This is an optimization exercise on Yosys and OpenROAD, whose aim is small area, not a production implementation. Where RTL was checked, it was by simulation tests only, not by an equivalence proof against the original. Power is estimated from default activity; no workload was simulated.

==> trial 27: inputs <==
==> flow/design.v (excerpt) <==
module ldiv #
  (
   parameter 	NUMERATOR_WIDTH = 32,
   parameter 	DENOMINATOR_WIDTH = 32,
   parameter 	QUOTIENT_WIDTH = 32
   )
   (
    input 				      clk,
    input 				      reset,
    input signed [NUMERATOR_WIDTH - 1:0]      numerator_in,
    input [DENOMINATOR_WIDTH - 1:0] 	      denominator_in,
    input 				      valid_in,
    output signed [QUOTIENT_WIDTH - 1:0]      quotient_out,
    output signed [NUMERATOR_WIDTH - 1:0]     remainder_out,
    output 				      valid_out,
    output signed [NUMERATOR_WIDTH - 1 + 1:0] numerator_out,
    output [DENOMINATOR_WIDTH - 1:0] 	      denominator_out
    );
   wire [31:0] n0 = numerator_in;
   wire [31:0] d0 = denominator_in;
   wire v0 = valid_in;
   wire [0:0] t1 = {n0[30] ^ n0[31]};
   wire [0:0] b1_g = ~t1 & d0[0:0];
   wire [0:0] b1_p = ~t1 | d0[0:0];
   wire [1:0] b1;
   assign b1[0] = 1'b0;
   assign b1[1] = b1_g[0];
   wire g1 = ~b1[1] & ~(|d0[31:1]);
   wire [0:0] r1 = t1 ^ ({1{g1}} & (d0[0:0] ^ b1[0:0]));
   wire [0:0] q1 = g1;
   wire [1:0] t2 = {r1, n0[29] ^ n0[31]};
   wire [1:0] b2_g = ~t2 & d0[1:0];
   wire [1:0] b2_p = ~t2 | d0[1:0];
   wire b2_G0 = b2_g[1] | (b2_p[1] & b2_g[0]);
   wire b2_P0 = b2_p[1] & b2_p[0];
   wire [2:0] b2;
   assign b2[0] = 1'b0;
   assign b2[1] = b2_g[0];
   assign b2[2] = b2_G0;
   wire g2 = ~b2[2] & ~(|d0[31:2]);
   wire [1:0] r2 = t2 ^ ({2{g2}} & (d0[1:0] ^ b2[1:0]));
   wire [1:0] q2 = {q1, g2};
   wire [2:0] t3 = {r2, n0[28] ^ n0[31]};
   wire [2:0] b3_g = ~t3 & d0[2:0];
   wire [2:0] b3_p = ~t3 | d0[2:0];
   wire b3_G0 = b3_g[1] | (b3_p[1] & b3_g[0]);
   wire b3_P0 = b3_p[1] & b3_p[0];
   wire b3_G1 = b3_g[2] | (b3_p[2] & b3_G0);
   wire b3_P1 = b3_p[2] & b3_P0;
   wire [3:0] b3;
   assign b3[0] = 1'b0;
   assign b3[1] = b3_g[0];
   assign b3[2] = b3_G0;
   assign b3[3] = b3_G1;
   wire g3 = ~b3[3] & ~(|d0[31:3]);
   wire [2:0] r3 = t3 ^ ({3{g3}} & (d0[2:0] ^ b3[2:0]));
   wire [2:0] q3 = {q2, g3};
   wire [3:0] t4 = {r3, n0[27] ^ n0[31]};
   wire [3:0] b4_g = ~t4 & d0[3:0];
  ...
==> flow/config.mk <==
export PLATFORM = sky130hd
export DESIGN_NAME = ldiv
export DESIGN_NICKNAME = ldiv
export VERILOG_FILES = /design/flow/design.v
export SDC_FILE = /design/flow/constraint.sdc
export NUM_CORES = 4
export LEC_CHECK = 0
export CAP_MARGIN = 20
export CORE_MARGIN = 2
export CORE_UTILIZATION = 60
export CTS_BUF_LIST = sky130_fd_sc_hd__clkbuf_4
export GPL_TIMING_DRIVEN = 0
export PLACE_DENSITY = 0.75
export SLEW_MARGIN = 20
==> flow/constraint.sdc <==
create_clock -name core_clock -period 7.0 [get_ports {clk}]
set_input_delay 1.4000 -clock core_clock [delete_from_list [all_inputs] [get_ports {clk}]]
set_output_delay 1.4000 -clock core_clock [all_outputs]
set_load 0.01 [all_outputs]
run.sh (not shown) runs the stock make flow with config.mk's settings and CLKGATE_MAP_FILE= SYNTH_SCRIPT=/design/flow/synth_recipe.tcl, a recipe that flattens the netlist after the stock synthesis.
==> trial 40 (differences from trial 27) <==
GPL_TIMING_DRIVEN = unset   (was 0)
==> build 33 (differences from trial 27) <==
CTS_BUF_LIST = sky130_fd_sc_hd__clkbuf_16   (was sky130_fd_sc_hd__clkbuf_4)
CTS_CLUSTER_DIAMETER = 120   (was unset)
CTS_CLUSTER_SIZE = 30   (was unset)
SETUP_SLACK_MARGIN = 0.2   (was unset)
==> summary of the runs <==
- Trial 27 produced a layout that fails on negative setup slack. Build 33 finished but fails on negative setup slack. Trial 40 passed the timing, DRC and antenna checks.
- Of build 33 and trial 27, trial 27 has the higher wire length (gap 1.3%, measured against trial 27).
- Between trial 40 and build 33, the lower worst hold slack is in trial 40 (gap 91 ps).
- Power, lowest first: build 33, trial 27, trial 40.
- In trial 40 the clock skew is higher than in trial 27, by 29 ps.
- In trial 27 the non-clock buffer count is lower than in trial 40, by 144.
- In synthesized cell count, trial 40 and build 33 do not differ.
- The lowest sequential share of layout area belongs to trial 40, the highest to build 33.
- Between build 33 and trial 40, the lower final cell count is in build 33 (gap about 7%, measured against trial 40).
- Global-route usage: build 33 < trial 40 < trial 27.


==> trial 68 <==
Another version of the RTL of ldiv (not shown whole).
Design ldiv, start of the top module:
module ldiv #
  (
   parameter 	NUMERATOR_WIDTH = 32,
   parameter 	DENOMINATOR_WIDTH = 32,
   parameter 	QUOTIENT_WIDTH = 32
   )
   (
    input 				      clk,
    input 				      reset,
    input signed [NUMERATOR_WIDTH - 1:0]      numerator_in,
    input [DENOMINATOR_WIDTH - 1:0] 	      denominator_in,
    input 				      valid_in,
    output signed [QUOTIENT_WIDTH - 1:0]      quotient_out,
    output signed [NUMERATOR_WIDTH - 1:0]     remainder_out,
    output 				      valid_out,
    output signed [NUMERATOR_WIDTH - 1 + 1:0] numerator_out,
    output [DENOMINATOR_WIDTH - 1:0] 	      denominator_out
    );
Settings: LEC_CHECK=0, CAP_MARGIN=20, CORE_MARGIN=2, CORE_UTILIZATION=45, PLACE_DENSITY=0.6, SLEW_MARGIN=20; clock period 7.0 ns.
==> inputs of build 41, as changes to trial 68 <==
--- a/flow/design.v
+++ b/flow/design.v
@@ -2907,29 +2907,34 @@
    assign b31[29] = b31_G72;
    assign b31[30] = b31_G73;
    assign b31[31] = b31_G74;
    wire g31 = ~b31[31] & ~(|d11[31:31]);
    wire [30:0] r31 = t31 ^ ({31{g31}} & (d11[30:0] ^ b31[30:0]));
    wire [30:0] q31 = {q30, g31};
+   wire [31:0] dm1_12 = d11 - 32'd1;
+   wire e1 = t31[0] & ({2'b00, t31[30:1]} == dm1_12);
+   wire e0 = ({1'b0, t31} == dm1_12);
+   wire eq31 = g31 ? e1 : e0;
+   reg E12;
    reg [31:0] n12;
    reg [31:0] d12;
    reg v12;
    reg [30:0] Q12;
    reg [30:0] R12;
    always @(posedge clk) begin
       n12 <= n11;
       d12 <= d11;
       Q12 <= q31;
       R12 <= r31;
+      E12 <= eq31;
       v12 <= reset ? 1'b0 : v11;
    end
    wire s = n12[31];
    wire [31:0] Qx = {1'b0, Q12};
    wire [31:0] Rx = {1'b0, R12};
-   wire [31:0] dm1 = d12 - 32'd1;
-   wire eq = (Rx == dm1);       
+   wire eq = E12;
    wire [31:0] qo;              
    assign qo[1:0] = 2'b00;
    genvar k;
    generate
       for (k = 2; k < 32; k = k + 1) begin : qor
          assign qo[k] = |Qx[k-1:1];
==> inputs of trial 65, as changes to trial 68 <==
- GPL_TIMING_DRIVEN: unset -> 0
==> notes.md <==
quantity	trial 65	build 41	trial 68
Run status	complete, but fails checks	complete, but fails checks	complete, but fails checks
Layout check failures	setup timing	setup timing	setup timing
Detailed-route via count	43510	42820	43640
Most repeated library cell on the critical path	or4_4	maj3_2	or4_4
Power density of the placed cells	292.0 mW/mm^2	269.4 mW/mm^2	288.4 mW/mm^2
GRT met2 Usage	0.3635	0.3659	0.3506
Area of the mapped netlist	0.05547 mm^2	0.05379 mm^2	0.05547 mm^2
Worst hold slack	299.0 ps	271.4 ps	316.2 ps
Number of cells on the worst reg-to-reg path	25	29	24
All-Layer GR Usage	0.2084	0.2069	0.2022
Capturing element of the worst setup path	quotient_out[30]	R8[2]$_DFF_P_	quotient_out[30]
Delay contributed by the slowest stage of the critical path	490 ps	550 ps	480 ps
WS Path Type	flip-flop to primary output	flip-flop to flip-flop	flip-flop to primary output
TritonCTS Buffers	134	120	131
Synthesized flop and latch total	1240	1241	1240
Internal power	13.77 mW	14.03 mW	13.66 mW
Signal buf overhead	0.05285	0.1437	0.07168
Setup crit start	d12[2]$_DFF_P_	d7[6]$_DFF_P_	d12[4]$_DFF_P_
Sequential share of power	0.410	0.404	0.421
Number of multi-input combinational cells in the layout	4331	4004	4330
Critical R2R Capture	R8[22]$_DFF_P_	R8[2]$_DFF_P_	R7[1]$_DFF_P_
Core box area	0.1220 mm^2	0.1182 mm^2	0.1220 mm^2
Fraction of met1 tracks used by global routing	0.2645	0.2533	0.2598
Half-perimeter wire length after detailed placement	101.9 mm	97.60 mm	98.59 mm
Worst slack, placed	-1595 ps	-744.4 ps	-291.1 ps
Net Count, Synth	6164	5822	6164
Number of clock sinks seen by CTS	1240	1241	1240
No run of this note included a check of the RTL's function; only the layout flow was run.


==> run a <==
ldiv, a different RTL version from the one above (not shown whole).
clock: 7.0 ns
lec_check: 0
cap_margin: 20
core_margin: 2
core_utilization: 60
cts_buf_list: sky130_fd_sc_hd__clkbuf_16
cts_cluster_diameter: 120
cts_cluster_size: 30
gpl_timing_driven: 0
place_density: 0.75
slew_margin: 20
synth_hierarchical: 1
==> run b: changes against run a <==
==> flow/flow/run.sh (new file) <==
#!/bin/bash
set -euo pipefail
bash standard.sh finish "BUFFER_PORTS_ARGS=-buffer_cell sky130_fd_sc_hd__buf_1" > standard.log 2>&1
==> flow/standard.sh (new file) <==
#!/bin/bash
# synth_recipe.tcl (not shown) runs the flow's synth.tcl, then flattens the netlist and writes it again
# the make line also repeats each setting of config.mk as NAME=value (left out here)
make -C /OpenROAD-flow-scripts/flow DESIGN_CONFIG=/design/flow/config.mk WORK_HOME=/design/flow/orfs CLKGATE_MAP_FILE= SYNTH_SCRIPT=/design/flow/synth_recipe.tcl "${@:-finish}"
- GPL_TIMING_DRIVEN: 0 -> default
removed: flow/run.sh
==> run c: changes against run a <==
- GPL_TIMING_DRIVEN: 0 -> default
==> run d: changes against run a <==
==> flow/flow/run.sh (new file) <==
#!/bin/bash
set -euo pipefail
bash standard.sh finish "BUFFER_PORTS_ARGS=-buffer_cell sky130_fd_sc_hd__buf_2" > standard.log 2>&1
==> flow/standard.sh (new file) <==
#!/bin/bash
# synth_recipe.tcl (not shown) runs the flow's synth.tcl, then flattens the netlist and writes it again
# the make line also repeats each setting of config.mk as NAME=value (left out here)
make -C /OpenROAD-flow-scripts/flow DESIGN_CONFIG=/design/flow/config.mk WORK_HOME=/design/flow/orfs CLKGATE_MAP_FILE= SYNTH_SCRIPT=/design/flow/synth_recipe.tcl "${@:-finish}"
- GPL_TIMING_DRIVEN: 0 -> default
removed: flow/run.sh
==> notes.md <==
item                                                 run d                       run b          run a          run c
Leak Pwr                                        0.02385 uW                  0.02339 uW     0.02408 uW     0.02398 uW
Net load switching power                           4944 uW                     4948 uW        5129 uW        4994 uW
Resize count post-CTS                                    0                           0             93              0
Capture point of the worst reg-to-reg path   R5[3]$_DFF_P_               R5[1]$_DFF_P_  R5[1]$_DFF_P_  R5[1]$_DFF_P_
Critical Path Stages                                    25                          26             25             26
Area taken by multi-input logic gates          30,130 um^2                 30,130 um^2    31,190 um^2    30,190 um^2
Pwr Density                                  253.1 nW/um^2               253.2 nW/um^2  249.9 nW/um^2  251.5 nW/um^2
Final critical-path setup slack                   215.8 ps                    245.7 ps       146.9 ps       213.5 ps
Max Clk Rate                                    0.1474 GHz                  0.1481 GHz     0.1459 GHz     0.1474 GHz
Number of clock buffers in the layout                   48                          48             49             49
Delay of the slowest cell on the worst path         430 ps                      440 ps         620 ps         510 ps
Clock network share of area                         2.184%                      2.157%         2.227%         2.218%
Internal power summed over all cells             10,740 uW                   10,720 uW      10,930 uW      10,930 uW
Power consumed by sequential cells                 8050 uW                     8040 uW        7980 uW        8040 uW
Finished Core Util                                  65.33%                      65.23%         67.74%         66.73%
Status                    no timing/DRC/antenna violations  complete, but fails checks  no timing/DRC/antenna violations  no timing/DRC/antenna violations
Violated checks                                          -          antenna violations              -              -

-- separate check: timing with driven ports --
The results above use ideal ports. As a check the final layouts listed here were re-extracted and re-timed, cells and wires unchanged. Step 1 sets driving cells, clkbuf_16 on the clock port and buf_2 on the other inputs (assumed; they add their load-dependent delay and slew). Step 2 moves the port delays by t, midway between the first and last clock arrival at a register: inputs arrive t later, outputs are due t later. That takes back most of the time a late clock gives input paths. a / b / c = no drivers / after step 1 / after step 2; a / b = the first two.
| run | t, ns | setup slack, ns | worst setup path after step 2 |
|---|---|---|---|
| trial 27 | 1.190 | -0.182 / -0.182 / -0.781 | input to register |
| trial 40 | 1.194 | 0.146 / 0.146 / -0.378 | input to register |
| build 33 | 0.720 | -0.253 / -0.253 / -0.253 | register to register |
| trial 68 | 0.815 | -0.235 / -0.304 / -0.269 | input to register |
| build 41 | 0.793 | -0.675 / -0.675 / -0.675 | register to register |
| trial 65 | 0.812 | -0.443 / -0.517 / -0.501 | input to register |
| run a | 0.762 | 0.147 / 0.181 / -0.574 | input to register |
| run b | 0.748 | 0.246 / 0.246 / -0.220 | input to register |
| run c | 0.759 | 0.213 / 0.263 / -0.496 | input to register |
| run d | 0.764 | 0.216 / 0.216 / -0.426 | input to register |
For run a, which loses most, drivers alone change the setup slack by +0.034 ns; drivers and shift together by -0.721 ns.
